This is an optimization exercise on Yosys and OpenROAD, whose aim is small area and a short achievable clock period, not a production implementation.
Where RTL was checked, it was by simulation tests only, not by an equivalence proof against the original.
Only the layout flow was run in run 2; the RTL was not checked for function there.
No activity file was given, so power comes from the tool's default toggle rates.

==> flow/design.v, too long to show whole: its modules and the start of the top module <==
// module top: 1385 lines
module top (
  input         clk,
  input         rst,
  input  [31:0] a,
  input  [31:0] b,
  output [67:0] y
);
  // ...
==> flow/flow/run.sh <==
#!/bin/bash
# Own layout flow: the standard flow, with two changes.
#  1. After the standard synthesis, polarity.py removes inverters around the full adders
#     and orders each full adder's inputs by arrival time (a netlist rewrite that keeps
#     every register and the logic function).
#  2. Input ports get buf_4 buffers (each drives 16 gates) and output ports buf_1
#     buffers, instead of the default delay-buffer cells.
# Each tool's output goes to a log file of its own in this folder.
set -euo pipefail
here=$(pwd)
R=$here/orfs/results/$FLOW_PLATFORM/top/base
bash standard.sh "$R/1_2_yosys.v" > synth.log 2>&1
cp "$R/1_2_yosys.v" "$here/1_2_yosys.std.v"
python3 flow/polarity.py "$here/1_2_yosys.std.v" "$R/1_2_yosys.v" > polarity.log 2>&1
export BUFFER_PORTS_ARGS="-inputs -buffer_cell sky130_fd_sc_hd__buf_4"
export POST_GLOBAL_PLACE_TCL="$here/flow/outbuf.tcl"
bash standard.sh > layout.log 2>&1
==> flow/flow/outbuf.tcl <==
# Buffer the output ports (the input ports were buffered before global placement).
buffer_ports -outputs -buffer_cell sky130_fd_sc_hd__buf_1
==> flow/flow/polarity.py <==
#!/usr/bin/env python3
"""Remove inverters around full adders in a flat sky130hd netlist from Yosys.

A full adder is self-dual: inverting its three inputs inverts both outputs. Yosys's
full-adder extraction often leaves an inverter between two adders. For each full adder
this pass checks whether computing it on inverted inputs (and so giving inverted outputs)
needs fewer inverters, counting AND2<->NAND2 swaps of single-load partial products, and
rewires it when the cell area goes down. The logic function of every register input and
output port is unchanged. Usage: polarity.py IN.v OUT.v"""
import re, sys
from collections import defaultdict

P = 'sky130_fd_sc_hd__'
AREA = {'inv': 3.7536, 'and2': 6.256, 'nand2': 3.7536}
OUTPINS = {'X', 'Y', 'Q', 'Q_N', 'COUT', 'SUM', 'HI', 'LO'}

src = open(sys.argv[1]).read()
m = re.search(r'^module\s+(\w+)\s*\(', src, re.M)
start = m.start()
endm = src.index('endmodule', start)
body = src[start:endm]
pre, post = src[:start], src[endm:]

decl_lines, ports = [], set()
cells = {}          # name -> [type, {pin: net}]
order = []
cell_re = re.compile(r'^\s*(\S+)\s+(\S+)\s*\((.*?)\);', re.S | re.M)
pin_re = re.compile(r'\.(\w+)\s*\(\s*(.*?)\s*\)\s*(?:,|$)', re.S)
header_end = body.index(';') + 1
header = body[:header_end]
rest = body[header_end:]
pos = 0
for st in re.finditer(r'[^;]*;', rest, re.S):
    s = st.group(0).strip()
    if not s:
        continue
    if re.match(r'(input|output|inout)\b', s):
        decl_lines.append(s)
        for nm in re.findall(r'([\\\w][^\s,;]*)\s*(?=[,;]|$)', s.split(']')[-1] if ']' in s else s[len(s.split()[0]):]):
            ports.add(nm.strip())
        continue
    if re.match(r'wire\b', s):
        w = re.match(r'wire\s+(\[[^\]]*\]\s*)?(.*);', s, re.S)
        nm = w.group(2).strip()
        if nm in ports:
            decl_lines.append(s)
        continue
    if s.startswith('assign'):
        raise SystemExit('polarity.py: unexpected assign: ' + s[:80])
    mm = re.match(r'(\S+)\s+(\\\S+\s|\S+)\s*\((.*)\)\s*;', s, re.S)
    if not mm:
        raise SystemExit('polarity.py: cannot parse: ' + s[:120])
    typ, name, pins = mm.group(1), mm.group(2).strip(), mm.group(3)
    pd = {}
    for pm in re.finditer(r'\.(\w+)\s*\(\s*((?:\\\S+\s)|[^()]*?)\s*\)', pins):
        pd[pm.group(1)] = pm.group(2).strip()
    cells[name] = [typ, pd]
    order.append(name)

def base(t):
    return t[len(P):].rsplit('_', 1)[0] if t.startswith(P) else t

def is_port_net(n):
    return n.split('[')[0] in ports or n in ports

drv, loads = {}, defaultdict(set)
def rebuild():
    drv.clear(); loads.clear()
    for c, (t, pd) in cells.items():
        for p, n in pd.items():
            if p in OUTPINS:
                drv[n] = (c, p)
            else:
                loads[n].add((c, p))
rebuild()

cnt = [0]
def newnet():
    cnt[0] += 1
    return f'_pol{cnt[0]}_'
def newcell():
    cnt[0] += 1
    return f'_polc{cnt[0]}_'

def connect(c, p, n):
    old = cells[c][1][p]
    if p in OUTPINS:
        if drv.get(old) == (c, p):
            del drv[old]
        drv[n] = (c, p)
    else:
        loads[old].discard((c, p))
        loads[n].add((c, p))
    cells[c][1][p] = n

def add_inv(a, y):
    c = newcell()
    cells[c] = [P + 'inv_1', {'A': a, 'Y': y}]
    order.append(c)
    drv[y] = (c, 'Y'); loads[a].add((c, 'A'))
    return c

def del_cell(c):
    t, pd = cells.pop(c)
    for p, n in pd.items():
        if p in OUTPINS:
            if drv.get(n) == (c, p):
                del drv[n]
        else:
            loads[n].discard((c, p))

def inv_loads(n):
    return [c for (c, p) in loads[n] if base(cells[c][0]) in ('inv', 'clkinv')]

def plan_input(n, fa):
    """cost and action to get ~n at one input of fa"""
    d = drv.get(n)
    if d and base(cells[d[0]][0]) in ('inv', 'clkinv'):
        m = cells[d[0]][1]['A']
        others = [l for l in loads[n] if l[0] != fa]
        cost = -AREA['inv'] if not others and not is_port_net(n) else 0.0
        return cost, ('use', m, d[0] if cost else None)
    il = inv_loads(n)
    if il:
        return 0.0, ('use', cells[il[0]][1]['Y'], None)
    if d and not is_port_net(n) and len(loads[n]) == 1:
        b = base(cells[d[0]][0])
        if b == 'and2':
            return AREA['nand2'] - AREA['and2'], ('swap', d[0], 'nand2')
        if b == 'nand2':
            return AREA['and2'] - AREA['nand2'], ('swap', d[0], 'and2')
    return AREA['inv'], ('newinv', n)

def plan_output(o):
    il = [c for c in inv_loads(o) if not is_port_net(cells[c][1]['Y'])]
    pil = [c for c in inv_loads(o) if is_port_net(cells[c][1]['Y'])]
    if len(pil) > 1:
        return None
    invs = pil + il
    rest = [l for l in loads[o] if l[0] not in invs]
    cost = -AREA['inv'] * len(invs)
    if rest or is_port_net(o) or not invs:
        cost += AREA['inv']
    return cost

def flip(fa):
    t, pd = cells[fa]
    for p in ('A', 'B', 'CIN'):
        n = pd[p]
        cost, act = plan_input(n, fa)
        if act[0] == 'use':
            connect(fa, p, act[1])
            if act[2] and not loads[n]:
                del_cell(act[2])
        elif act[0] == 'swap':
            dc = act[1]
            dt, dpd = cells[dc]
            op = 'X' if 'X' in dpd else 'Y'
            out = dpd.pop(op)
            del drv[out]
            np_ = 'Y' if act[2] == 'nand2' else 'X'
            dpd[np_] = out
            drv[out] = (dc, np_)
            cells[dc][0] = P + act[2] + '_1'
        else:
            m = newnet()
            add_inv(n, m)
            connect(fa, p, m)
    for p in ('SUM', 'COUT'):
        o = pd[p]
        il = inv_loads(o)
        pil = [c for c in il if is_port_net(cells[c][1]['Y'])]
        il = pil + [c for c in il if c not in pil]
        if il:
            target = cells[il[0]][1]['Y']
            del_cell(il[0])
            for c in il[1:]:
                q = cells[c][1]['Y']
                del_cell(c)
                for (lc, lp) in list(loads[q]):
                    connect(lc, lp, target)
            connect(fa, p, target)
            if loads[o] or is_port_net(o):
                add_inv(target, o)
        else:
            m = newnet()
            connect(fa, p, m)
            add_inv(m, o)

def area():
    a = 0
    for t, _ in cells.values():
        b = base(t)
        if b in AREA:
            a += AREA[b]
    return a

a0 = area()
for it in range(30):
    changed = 0
    for fa in list(order):
        if fa not in cells or base(cells[fa][0]) != 'fa':
            continue
        pd = cells[fa][1]
        cost = 0.0
        ok = True
        seen = set()
        for p in ('A', 'B', 'CIN'):
            n = pd[p]
            c, act = plan_input(n, fa)
            if n in seen:
                ok = False
            seen.add(n)
            cost += c
        for p in ('SUM', 'COUT'):
            c = plan_output(pd[p])
            if c is None:
                ok = False
                break
            cost += c
        if ok and cost < -0.5:
            flip(fa)
            changed += 1
    if not changed:
        break
order = [c for c in order if c in cells]

# Timing-driven input order of the full adders: the latest input goes to CIN, the fastest
# pin, and the earliest to A, the slowest. Arrival times come from a rough delay model.
FA_D = {'A': (0.60, 0.48), 'B': (0.57, 0.46), 'CIN': (0.55, 0.43)}   # (SUM, COUT)
def cell_delay(t):
    b = base(t)
    return {'inv': 0.10, 'clkinv': 0.10, 'nand2': 0.13, 'nor2': 0.15, 'ha': 0.35,
            'buf': 0.15, 'clkbuf': 0.15}.get(b, 0.20)
rebuild()
arr = {}
SEQ = ('df', 'sdf', 'edf')
def arrival(n, stack=0):
    if n in arr:
        return arr[n]
    d = drv.get(n)
    if d is None:
        arr[n] = 0.4
        return 0.4
    c, p = d
    t, pd = cells[c]
    b = base(t)
    if b.startswith(SEQ) or b in ('conb',):
        arr[n] = 0.4
        return 0.4
    ins = [pd[q] for q in pd if q not in OUTPINS]
    if b == 'fa':
        ats = {q: arrival(pd[q], stack + 1) for q in ('A', 'B', 'CIN')}
        res = {}
        for q in ('A', 'B', 'CIN'):
            res[q] = ats[q]
        su = max(res[q] + FA_D[q][0] for q in res)
        co = max(res[q] + FA_D[q][1] for q in res)
        arr[pd['SUM']] = su
        arr[pd['COUT']] = co
        return arr[n]
    a = max([arrival(x, stack + 1) for x in ins] or [0.0]) + cell_delay(t)
    for q in pd:
        if q in OUTPINS:
            arr[pd[q]] = a
    return a
import sys as _s
_s.setrecursionlimit(100000)
swaps = 0
def fa_topo():
    seen, out = set(), []
    def visit(c):
        if c in seen:
            return
        seen.add(c)
        t, pd = cells[c]
        if not base(t).startswith(SEQ):
            for q, n in pd.items():
                if q not in OUTPINS and n in drv:
                    visit(drv[n][0])
        out.append(c)
    for c in list(cells):
        visit(c)
    return out
for c in fa_topo():
    t, pd = cells[c]
    if base(t) == 'fa':
        nets = [pd['A'], pd['B'], pd['CIN']]
        ats = sorted(nets, key=lambda n: arrival(n))
        if ats != nets:
            for q in ('A', 'B', 'CIN'):
                loads[pd[q]].discard((c, q))
            pd['A'], pd['B'], pd['CIN'] = ats
            for q in ('A', 'B', 'CIN'):
                loads[pd[q]].add((c, q))
            swaps += 1
    # recompute this cell's outputs
    for q in pd:
        if q in OUTPINS:
            arr.pop(pd[q], None)
    for q in pd:
        if q in OUTPINS:
            arrival(pd[q])
sys.stderr.write(f'polarity.py: reordered the inputs of {swaps} full adders\n')
a1 = area()
sys.stderr.write(f'polarity.py: {it+1} passes, inv/and2/nand2 area {a0:.1f} -> {a1:.1f}\n')

nets = set()
for c in order:
    for n in cells[c][1].values():
        if not n.startswith("1'") and not is_port_net(n):
            nets.add(n)
out = [pre, header, '\n']
for d in decl_lines:
    out.append('  ' + d + '\n')
for n in sorted(nets):
    out.append(f'  wire {n}{" " if n.startswith(chr(92)) else ""};\n')
for c in order:
    t, pd = cells[c]
    pins = ',\n'.join(f'    .{p}({n}{" " if n.startswith(chr(92)) else ""})' for p, n in pd.items())
    out.append(f'  {t} {c}{" " if c.startswith(chr(92)) else ""} (\n{pins}\n  );\n')
out.append(post)
open(sys.argv[2], 'w').write(''.join(out))
==> flow/standard.sh <==
#!/bin/bash
# synth_recipe.tcl (not shown) runs the flow's synth.tcl, then flattens the netlist and writes it again
# the make line also repeats each setting of config.mk as NAME=value (left out here)
make -C /OpenROAD-flow-scripts/flow DESIGN_CONFIG=/design/flow/config.mk WORK_HOME=/design/flow/orfs CLKGATE_MAP_FILE= SYNTH_SCRIPT=/design/flow/synth_recipe.tcl "${@:-finish}"
==> flow/config.mk <==
export PLATFORM = sky130hd
export DESIGN_NAME = top
export DESIGN_NICKNAME = top
export VERILOG_FILES = /design/flow/design.v
export SDC_FILE = /design/flow/constraint.sdc
export NUM_CORES = 4
export LEC_CHECK = 0
export CAP_MARGIN = 20
export CORE_MARGIN = 2
export CORE_UTILIZATION = 40
export GPL_TIMING_DRIVEN = 0
export SLEW_MARGIN = 40
==> flow/constraint.sdc <==
create_clock -name core_clock -period 12.0 [get_ports {clk}]
set_input_delay 2.4000 -clock core_clock [delete_from_list [all_inputs] [get_ports {clk}]]
set_output_delay 2.4000 -clock core_clock [all_outputs]
set_load 0.01 [all_outputs]
==> flow_summary.toml, run 1 <==
[logic_synthesis]
syn_area_um2 = 15500
postSynthCellCount = 1446
syn-num-nets = 1976

[placed_design]
placedCellCount = 2098
portBuffers = 133
hpwl_um = 35900

[global_route]
track_usage_pct = 22.7
grt_pass1_wl_um = 68400
grt_use_met1_pct = 29.2
first_global_vias = 12500
grt-busiest-layer = "met2"

[die]
die_w_um = 201
n_tap_cell = 518
num_io_pins = 134
start_util_pct = 40.4
die_h_um = 201

[sta]
setup_viol = 0
final.period_utilization_pct = 50.1
setup_slack_ns = 5.99

[final_layout]
seq_cell_count = 108
multi_input_area_um2 = 12000
n_fill_cell = 3692
num-nonclk-inverters = 98
clk_share_pct = 1.70
seq-cell-share_pct = 15.6
stdcell_count = 2115
nMultiInputCombCells = 1148

[outcome]
status = "no timing/DRC/antenna violations"

[routing]
drt_pass1_iterations = 5
drc = 0
maxUsedRoutingLayer = "met4"
first_iter_violations = 783
met2_wirelength_um = 21100

[clock_tree]
cts_buffers = 9
post_cts_buffers = 0
hold_buffers = 0
htree_levels = 3

[setup_path]
cp.required_ns = 12.27
startpoint_type = "input pin"
path_buf_inv = 3

[pwr]
power.total_w = 0.00341
combPwrFrac_pct = 73.4
==> inputs of run 2 (changes only) <==
--- a/flow/design.v
+++ b/flow/design.v
@@ -1,25 +1,25 @@
 module top (
   input         clk,
   input         rst,
   input  [31:0] a,
   input  [31:0] b,
   output [67:0] y
 );
-  reg [26:0] c11_r;
-  reg [26:0] c12_r;
-  reg [26:0] c21_r;
-  reg [26:0] c22_r;
+  reg [27:0] c11_r;
+  reg [27:0] c12_r;
+  reg [27:0] c21_r;
+  reg [27:0] c22_r;
   always @(posedge clk or posedge rst) begin
     if (rst) begin
-      c11_r <= 27'd0;
-      c12_r <= 27'd0;
-      c21_r <= 27'd0;
-      c22_r <= 27'd0;
+      c11_r <= 28'b0000000000000000000000000000;
+      c12_r <= 28'b0000000000000000000000000000;
+      c21_r <= 28'b0000000000000000000000000000;
+      c22_r <= 28'b0000000000000000000000000000;
     end else begin
       c11_r <= c11_d;
       c12_r <= c12_d;
       c21_r <= c21_d;
       c22_r <= c22_d;
     end
   end
   wire c11_pp1 = a[0] & b[0];
@@ -347,26 +347,26 @@
   wire c11_s329, c11_c330;
   assign {c11_c330, c11_s329} = c11_s325 + c11_c318 + c11_s327;
   wire c11_s331, c11_c332;
   assign {c11_c332, c11_s331} = c11_c320 + c11_s329 + c11_c322;
   wire c11_s333, c11_c334;
   assign {c11_c334, c11_s333} = c11_pp64 + c11_pp128 + c11_c326;
   wire c11_s335, c11_c336;
   assign {c11_c336, c11_s335} = c11_c328 + c11_s333 + c11_c330;
-  wire [7:0] c11_lo337 = {c11_c178, c11_s177, c11_s159, c11_s145, c11_s135, c11_pp73, c11_pp1} + {c11_s199, 1'b0, 1'b0, 1'b0, 1'b0, c11_s129, c11_pp65};
-  wire [26:0] c11_d = {c11_s251, c11_c312, c11_c324, c11_c332, c11_c336, c11_s311, c11_s323, c11_s331, c11_s335, c11_c334, c11_lo337[7], c11_lo337[6], c11_lo337[5], c11_lo337[4], c11_lo337[3], c11_lo337[2], c11_lo337[1], c11_lo337[0], c11_c274, c11_s293, c11_c272, c11_c252, c11_s273, c11_c250, c11_s223, c11_c200, c11_c198};
+  wire [5:0] c11_lo337 = {c11_s159, c11_s145, c11_s135, c11_pp73, c11_pp1} + {1'b0, 1'b0, 1'b0, c11_s129, c11_pp65};
+  wire [27:0] c11_d = {c11_s199, c11_s251, c11_c312, c11_c324, c11_c332, c11_c336, c11_s177, c11_c178, c11_s311, c11_s323, c11_s331, c11_s335, c11_c334, c11_lo337[5], c11_lo337[4], c11_lo337[3], c11_lo337[2], c11_lo337[1], c11_lo337[0], c11_c274, c11_s293, c11_c272, c11_c252, c11_s273, c11_c250, c11_s223, c11_c200, c11_c198};
   wire c11_s225, c11_c226;
   assign {c11_c226, c11_s225} = c11_r[0] + c11_r[1] + c11_r[2];
   wire c11_s275, c11_c276;
   assign {c11_c276, c11_s275} = c11_r[3] + c11_r[4] + c11_r[5];
   wire c11_s295, c11_c296;
   assign {c11_c296, c11_s295} = c11_r[6] + c11_r[7] + c11_r[8];
-  wire [11:0] c11_hs338 = {1'b0, {1'b0, c11_r[17], c11_r[18], c11_r[19], c11_r[20], c11_r[21], c11_s295, c11_s275, c11_c226, c11_s225}, c11_r[16]} + {1'b0, {1'b0, c11_r[22], c11_r[23], c11_r[24], c11_r[25], c11_c296, c11_c276, 1'b0, c11_r[26], 1'b0}, c11_r[16]};
-  assign y[16:0] = {c11_hs338[10:1], {c11_r[15], c11_r[14], c11_r[13], c11_r[12], c11_r[11], c11_r[10], c11_r[9]}};
+  wire [13:0] c11_hs338 = {1'b0, {1'b0, c11_r[15], c11_r[16], c11_r[17], c11_r[18], c11_r[19], c11_s295, c11_s275, c11_c226, c11_s225, c11_r[20], c11_r[21]}, c11_r[14]} + {1'b0, {1'b0, c11_r[22], c11_r[23], c11_r[24], c11_r[25], c11_c296, c11_c276, 1'b0, c11_r[26], 1'b0, c11_r[27], 1'b0}, c11_r[14]};
+  assign y[16:0] = {c11_hs338[12:1], {c11_r[13], c11_r[12], c11_r[11], c11_r[10], c11_r[9]}};
   wire c12_pp1 = a[0] & b[8];
   wire c12_pp2 = a[0] & b[9];
   wire c12_pp3 = a[0] & b[10];
   wire c12_pp4 = a[0] & b[11];
   wire c12_pp5 = a[0] & b[12];
   wire c12_pp6 = a[0] & b[13];
   wire c12_pp7 = a[0] & b[14];
   wire c12_pp8 = a[0] & b[15];
@@ -687,26 +687,26 @@
   wire c12_s329, c12_c330;
   assign {c12_c330, c12_s329} = c12_s325 + c12_c318 + c12_s327;
   wire c12_s331, c12_c332;
   assign {c12_c332, c12_s331} = c12_c320 + c12_s329 + c12_c322;
   wire c12_s333, c12_c334;
   assign {c12_c334, c12_s333} = c12_pp64 + c12_pp128 + c12_c326;
   wire c12_s335, c12_c336;
   assign {c12_c336, c12_s335} = c12_c328 + c12_s333 + c12_c330;
-  wire [7:0] c12_lo337 = {c12_c178, c12_s177, c12_s159, c12_s145, c12_s135, c12_pp73, c12_pp1} + {c12_s199, 1'b0, 1'b0, 1'b0, 1'b0, c12_s129, c12_pp65};
-  wire [26:0] c12_d = {c12_s251, c12_c312, c12_c324, c12_c332, c12_c336, c12_s311, c12_s323, c12_s331, c12_s335, c12_c334, c12_lo337[7], c12_lo337[6], c12_lo337[5], c12_lo337[4], c12_lo337[3], c12_lo337[2], c12_lo337[1], c12_lo337[0], c12_c274, c12_s293, c12_c272, c12_c252, c12_s273, c12_c250, c12_s223, c12_c200, c12_c198};
+  wire [5:0] c12_lo337 = {c12_s159, c12_s145, c12_s135, c12_pp73, c12_pp1} + {1'b0, 1'b0, 1'b0, c12_s129, c12_pp65};
+  wire [27:0] c12_d = {c12_s199, c12_s251, c12_c312, c12_c324, c12_c332, c12_c336, c12_s177, c12_c178, c12_s311, c12_s323, c12_s331, c12_s335, c12_c334, c12_lo337[5], c12_lo337[4], c12_lo337[3], c12_lo337[2], c12_lo337[1], c12_lo337[0], c12_c274, c12_s293, c12_c272, c12_c252, c12_s273, c12_c250, c12_s223, c12_c200, c12_c198};
   wire c12_s225, c12_c226;
   assign {c12_c226, c12_s225} = c12_r[0] + c12_r[1] + c12_r[2];
   wire c12_s275, c12_c276;
   assign {c12_c276, c12_s275} = c12_r[3] + c12_r[4] + c12_r[5];
   wire c12_s295, c12_c296;
   assign {c12_c296, c12_s295} = c12_r[6] + c12_r[7] + c12_r[8];
-  wire [11:0] c12_hs338 = {1'b0, {1'b0, c12_r[17], c12_r[18], c12_r[19], c12_r[20], c12_r[21], c12_s295, c12_s275, c12_c226, c12_s225}, c12_r[16]} + {1'b0, {1'b0, c12_r[22], c12_r[23], c12_r[24], c12_r[25], c12_c296, c12_c276, 1'b0, c12_r[26], 1'b0}, c12_r[16]};
-  assign y[33:17] = {c12_hs338[10:1], {c12_r[15], c12_r[14], c12_r[13], c12_r[12], c12_r[11], c12_r[10], c12_r[9]}};
+  wire [13:0] c12_hs338 = {1'b0, {1'b0, c12_r[15], c12_r[16], c12_r[17], c12_r[18], c12_r[19], c12_s295, c12_s275, c12_c226, c12_s225, c12_r[20], c12_r[21]}, c12_r[14]} + {1'b0, {1'b0, c12_r[22], c12_r[23], c12_r[24], c12_r[25], c12_c296, c12_c276, 1'b0, c12_r[26], 1'b0, c12_r[27], 1'b0}, c12_r[14]};
+  assign y[33:17] = {c12_hs338[12:1], {c12_r[13], c12_r[12], c12_r[11], c12_r[10], c12_r[9]}};
   wire c21_pp1 = a[16] & b[0];
   wire c21_pp2 = a[16] & b[1];
   wire c21_pp3 = a[16] & b[2];
   wire c21_pp4 = a[16] & b[3];
   wire c21_pp5 = a[16] & b[4];
   wire c21_pp6 = a[16] & b[5];
   wire c21_pp7 = a[16] & b[6];
   wire c21_pp8 = a[16] & b[7];
@@ -1027,26 +1027,26 @@
   wire c21_s329, c21_c330;
   assign {c21_c330, c21_s329} = c21_s325 + c21_c318 + c21_s327;
   wire c21_s331, c21_c332;
   assign {c21_c332, c21_s331} = c21_c320 + c21_s329 + c21_c322;
   wire c21_s333, c21_c334;
   assign {c21_c334, c21_s333} = c21_pp64 + c21_pp128 + c21_c326;
   wire c21_s335, c21_c336;
   assign {c21_c336, c21_s335} = c21_c328 + c21_s333 + c21_c330;
-  wire [7:0] c21_lo337 = {c21_c178, c21_s177, c21_s159, c21_s145, c21_s135, c21_pp73, c21_pp1} + {c21_s199, 1'b0, 1'b0, 1'b0, 1'b0, c21_s129, c21_pp65};
-  wire [26:0] c21_d = {c21_s251, c21_c312, c21_c324, c21_c332, c21_c336, c21_s311, c21_s323, c21_s331, c21_s335, c21_c334, c21_lo337[7], c21_lo337[6], c21_lo337[5], c21_lo337[4], c21_lo337[3], c21_lo337[2], c21_lo337[1], c21_lo337[0], c21_c274, c21_s293, c21_c272, c21_c252, c21_s273, c21_c250, c21_s223, c21_c200, c21_c198};
+  wire [5:0] c21_lo337 = {c21_s159, c21_s145, c21_s135, c21_pp73, c21_pp1} + {1'b0, 1'b0, 1'b0, c21_s129, c21_pp65};
+  wire [27:0] c21_d = {c21_s199, c21_s251, c21_c312, c21_c324, c21_c332, c21_c336, c21_s177, c21_c178, c21_s311, c21_s323, c21_s331, c21_s335, c21_c334, c21_lo337[5], c21_lo337[4], c21_lo337[3], c21_lo337[2], c21_lo337[1], c21_lo337[0], c21_c274, c21_s293, c21_c272, c21_c252, c21_s273, c21_c250, c21_s223, c21_c200, c21_c198};
   wire c21_s225, c21_c226;
   assign {c21_c226, c21_s225} = c21_r[0] + c21_r[1] + c21_r[2];
   wire c21_s275, c21_c276;
   assign {c21_c276, c21_s275} = c21_r[3] + c21_r[4] + c21_r[5];
   wire c21_s295, c21_c296;
   assign {c21_c296, c21_s295} = c21_r[6] + c21_r[7] + c21_r[8];
-  wire [11:0] c21_hs338 = {1'b0, {1'b0, c21_r[17], c21_r[18], c21_r[19], c21_r[20], c21_r[21], c21_s295, c21_s275, c21_c226, c21_s225}, c21_r[16]} + {1'b0, {1'b0, c21_r[22], c21_r[23], c21_r[24], c21_r[25], c21_c296, c21_c276, 1'b0, c21_r[26], 1'b0}, c21_r[16]};
-  assign y[50:34] = {c21_hs338[10:1], {c21_r[15], c21_r[14], c21_r[13], c21_r[12], c21_r[11], c21_r[10], c21_r[9]}};
+  wire [13:0] c21_hs338 = {1'b0, {1'b0, c21_r[15], c21_r[16], c21_r[17], c21_r[18], c21_r[19], c21_s295, c21_s275, c21_c226, c21_s225, c21_r[20], c21_r[21]}, c21_r[14]} + {1'b0, {1'b0, c21_r[22], c21_r[23], c21_r[24], c21_r[25], c21_c296, c21_c276, 1'b0, c21_r[26], 1'b0, c21_r[27], 1'b0}, c21_r[14]};
+  assign y[50:34] = {c21_hs338[12:1], {c21_r[13], c21_r[12], c21_r[11], c21_r[10], c21_r[9]}};
   wire c22_pp1 = a[16] & b[8];
   wire c22_pp2 = a[16] & b[9];
   wire c22_pp3 = a[16] & b[10];
   wire c22_pp4 = a[16] & b[11];
   wire c22_pp5 = a[16] & b[12];
   wire c22_pp6 = a[16] & b[13];
   wire c22_pp7 = a[16] & b[14];
   wire c22_pp8 = a[16] & b[15];
@@ -1367,19 +1367,19 @@
   wire c22_s329, c22_c330;
   assign {c22_c330, c22_s329} = c22_s325 + c22_c318 + c22_s327;
   wire c22_s331, c22_c332;
   assign {c22_c332, c22_s331} = c22_c320 + c22_s329 + c22_c322;
   wire c22_s333, c22_c334;
   assign {c22_c334, c22_s333} = c22_pp64 + c22_pp128 + c22_c326;
   wire c22_s335, c22_c336;
   assign {c22_c336, c22_s335} = c22_c328 + c22_s333 + c22_c330;
-  wire [7:0] c22_lo337 = {c22_c178, c22_s177, c22_s159, c22_s145, c22_s135, c22_pp73, c22_pp1} + {c22_s199, 1'b0, 1'b0, 1'b0, 1'b0, c22_s129, c22_pp65};
-  wire [26:0] c22_d = {c22_s251, c22_c312, c22_c324, c22_c332, c22_c336, c22_s311, c22_s323, c22_s331, c22_s335, c22_c334, c22_lo337[7], c22_lo337[6], c22_lo337[5], c22_lo337[4], c22_lo337[3], c22_lo337[2], c22_lo337[1], c22_lo337[0], c22_c274, c22_s293, c22_c272, c22_c252, c22_s273, c22_c250, c22_s223, c22_c200, c22_c198};
+  wire [5:0] c22_lo337 = {c22_s159, c22_s145, c22_s135, c22_pp73, c22_pp1} + {1'b0, 1'b0, 1'b0, c22_s129, c22_pp65};
+  wire [27:0] c22_d = {c22_s199, c22_s251, c22_c312, c22_c324, c22_c332, c22_c336, c22_s177, c22_c178, c22_s311, c22_s323, c22_s331, c22_s335, c22_c334, c22_lo337[5], c22_lo337[4], c22_lo337[3], c22_lo337[2], c22_lo337[1], c22_lo337[0], c22_c274, c22_s293, c22_c272, c22_c252, c22_s273, c22_c250, c22_s223, c22_c200, c22_c198};
   wire c22_s225, c22_c226;
   assign {c22_c226, c22_s225} = c22_r[0] + c22_r[1] + c22_r[2];
   wire c22_s275, c22_c276;
   assign {c22_c276, c22_s275} = c22_r[3] + c22_r[4] + c22_r[5];
   wire c22_s295, c22_c296;
   assign {c22_c296, c22_s295} = c22_r[6] + c22_r[7] + c22_r[8];
-  wire [11:0] c22_hs338 = {1'b0, {1'b0, c22_r[17], c22_r[18], c22_r[19], c22_r[20], c22_r[21], c22_s295, c22_s275, c22_c226, c22_s225}, c22_r[16]} + {1'b0, {1'b0, c22_r[22], c22_r[23], c22_r[24], c22_r[25], c22_c296, c22_c276, 1'b0, c22_r[26], 1'b0}, c22_r[16]};
-  assign y[67:51] = {c22_hs338[10:1], {c22_r[15], c22_r[14], c22_r[13], c22_r[12], c22_r[11], c22_r[10], c22_r[9]}};
+  wire [13:0] c22_hs338 = {1'b0, {1'b0, c22_r[15], c22_r[16], c22_r[17], c22_r[18], c22_r[19], c22_s295, c22_s275, c22_c226, c22_s225, c22_r[20], c22_r[21]}, c22_r[14]} + {1'b0, {1'b0, c22_r[22], c22_r[23], c22_r[24], c22_r[25], c22_c296, c22_c276, 1'b0, c22_r[26], 1'b0, c22_r[27], 1'b0}, c22_r[14]};
+  assign y[67:51] = {c22_hs338[12:1], {c22_r[13], c22_r[12], c22_r[11], c22_r[10], c22_r[9]}};
 endmodule
==> flow/config.mk (replaced) <==
export PLATFORM = sky130hd
export DESIGN_NAME = top
export DESIGN_NICKNAME = top
export VERILOG_FILES = /design/flow/design.v
export SDC_FILE = /design/flow/constraint.sdc
export NUM_CORES = 4
export LEC_CHECK = 0
export CAP_MARGIN = 20
export CORE_MARGIN = 2
export CORE_UTILIZATION = 40
export SLEW_MARGIN = 70
==> run 2 against run 1 <==
- largest power group unchanged
- still clean on timing, DRC and antenna
- global-route usage decreased by 1.7 points
- critical path depth shrank 3
- die area increased by 2.8%
- worst hold slack better by 0.015 ns
- combinational power increased by 6%
==> flow_summary.toml, run 2 <==
[pwr]
p_clk_share_pct = 9.5
switching_power_w = 0.00179
p_int_w = 0.00184
power_frac_seq_pct = 17.1
max-vdd-ir-drop_mv = 0.0985
p_sw_share_pct = 49.4
p_leak_nw = 7.02
power_density_nw_per_um2 = 208
combPwrFrac_pct = 73.3

[setup_path]
cp-end-kind = "output port"
arrival_ns = 3.03
cp.required_ns = 9.60
slowest_delay_ns = 0.43
path_class = "register to output port"
crit_chain = "fa_1 > ha_1 > a21oi_1 > o31ai_4 > clkbuf_4 > or4_1 > nand4_1 > buf_1"
path_max_fanout = 4
slowest_stage = "or4_1"
startpoint_type = "register"

[clock_tree]
hold_buffers = 0
cts_resized = 0
clk_pin_slew_ns = 0.09
cts_root_buf = "clkbuf_16"
cts_tree = "yes"
clk_path_buf_depth = 2
cts_num_sinks = 112
cts_buffers = 9
post_cts_buffers = 0
htree_levels = 3

[final_layout]
final_util_pct = 44.2
n_fill_cell = 3779
final_nets = 2117
final_common_cell = "nand2_1"
stdcell_count = 2118
final_cell_mix = "nand2_1, fa_1, dfrtp_1, inv_1, buf_1"
syn2layout_area_growth_pct = 9.26
drive_gt1_share_pct = 6.53

[die]
coreArea_um2 = 39500
die_w_um = 204
die_h_um = 204
dieArea_um2 = 41600
start_util_pct = 40.4
num_io_pins = 134
rows = 73

[sta]
slew_headroom_pct = 71.1
max_freq_mhz = 184
final.period_utilization_pct = 45.3
tns_ns = 0
worst_pin_slew_ns = 0.431
drv_slew = 0
setup_viol = 0
whs_ns = 2.01
fin_crit_ns = 5.43
final-hold-violation-count = 0
rsz0062_at_grt = "no"

[placed_design]
hpwl_um = 31600
placedCellCount = 2100
portBuffers = 133

[global_route]
track_usage_pct = 20.9
grt_pass1_wl_um = 66900
overflow = 0
grt_max_degree = 51
antenna_found_initial = 1
first_global_vias = 12689

[worst_hold_path]
hold_path_class = "input pin to async pin"

[outcome]
status = "no timing/DRC/antenna violations"

[logic_synthesis]
synth-warning-count = 1
avgSynthCellArea_um2 = 10.5
postSynthCellCount = 1530
syn-num-nets = 2060
syn_area_um2 = 16000

[routing]
drc = 0
postRouteAntennaNets = 0
first_iter_violations = 853
routed-via-count = 11321
wl_per_cell_um = 19.2
drt_pass1_iterations = 5
routed_via_density = 5.35
wirelength_um = 40700

[job]
cap_violations = 0
==> run 2: changes by cell type in the layout (fill, tap and decap cells not counted), moves of 5 or more <==
cell,change
clkbuf_1,-64
nand2_1,+12
inv_1,+6
a211oi_1,+7
xnor2_1,-5
xor2_1,-5
nand4_1,+6
a31oi_1,+5
buf_4,-27
nor2_1,+22
o21ai_0,-5
==> run 2: path summary, 6_finish.rpt <==
path | from | end | slack [ns]
min in group core_clock | b[0] | c21_r[9]$_DFF_PP0_ | 2.53
worst min-delay path | rst | c12_r[14]$_DFF_PP0_ | 2.01
max in group asynchronous | rst | c21_r[19]$_DFF_PP0_ | 9.19
worst max-delay path | c11_r[0]$_DFF_PP0_ | y[14] | 6.57
==> run 2: through the flow <==
step	cell area, um2	total power, W	setup WS (ns)
final	17500	0.00363	6.57
after global routing	17500	0.00406	6.50
after CTS	17400	0.00368	6.60
after detailed placement	17100	0.00331	6.30
after global placement	16700	0.00306	6.30
after floorplan	16000	0.00252	6.39
==> run 2: final cells by class <==
cell class,instances,area [um2],share of cell area [%]
Multi-Input combinational cell,1222,12500,71.5
Antenna cell,1,2.50,0.0143
Tap cell,525,657,3.76
Timing Repair Buffer,138,797,4.56
Clock inverter,6,91.3,0.523
Inverter,104,398,2.28
Clock buffer,10,239,1.37
Sequential cell,112,2800,16.0
==> run 2: per-layer routing <==
layer	share of wire (%)	global-route usage (%)
met5	0	0
met2	50	35.1
met1	40	27.8
met4	2.5	5.90
met3	7.2	4.11
==> run 2: power by group through the flow <==
stage	registers, W	logic [W]	clock network [W]
after global routing	0.000639	0.00306	0.000368
after global placement	0.000648	0.00241	0
after floorplan	0.000613	0.00190	0
after CTS	0.000626	0.00270	0.000354
final	0.000621	0.00266	0.000345
after detailed placement	0.000633	0.00268	0
==> run 2: worst max-delay path, delay by kind of cell (launching register included) <==
kind,cells,cell delay [ns]
buffers and inverters,2,0.39
DFF,1,0.40
and+or+nand+nor,2,0.65
adders and majority gates,2,0.77
AOI/OAI and AO/OA,2,0.43

[what the ideal ports hide]
How much do the figures lean on ideal ports? The routed layouts below were timed once more, with nothing changed but the port constraints.
Step 1 assumes that a clkbuf_16 drives the clock port and a buf_2 every other input.
Step 2 moves the port delays by t, midway between the first and last clock arrival at a register: inputs arrive t later, outputs are due t later. That takes back most of the time a late clock gives input paths.
Slacks: ideal / step 1 / step 2; pairs: ideal / step 1.
| run | t, ns | slack for setup (ns) | worst setup path at the end | worst slew at a driven data input, ns | pins driven straight from the clock port |
|---|---|---|---|---|---|
| run 1 | 0.430 | 5.990 / 6.014 / 5.584 | input to register | 0.09 | 1 |
| run 2 | 0.430 | 6.568 / 6.517 / 6.269 | input to register | 0.09 | 1 |
After both steps every run listed still meets setup and hold. The setup slack of run 1, which loses most, moves by +0.024 ns with the drivers and by -0.406 ns with both steps.
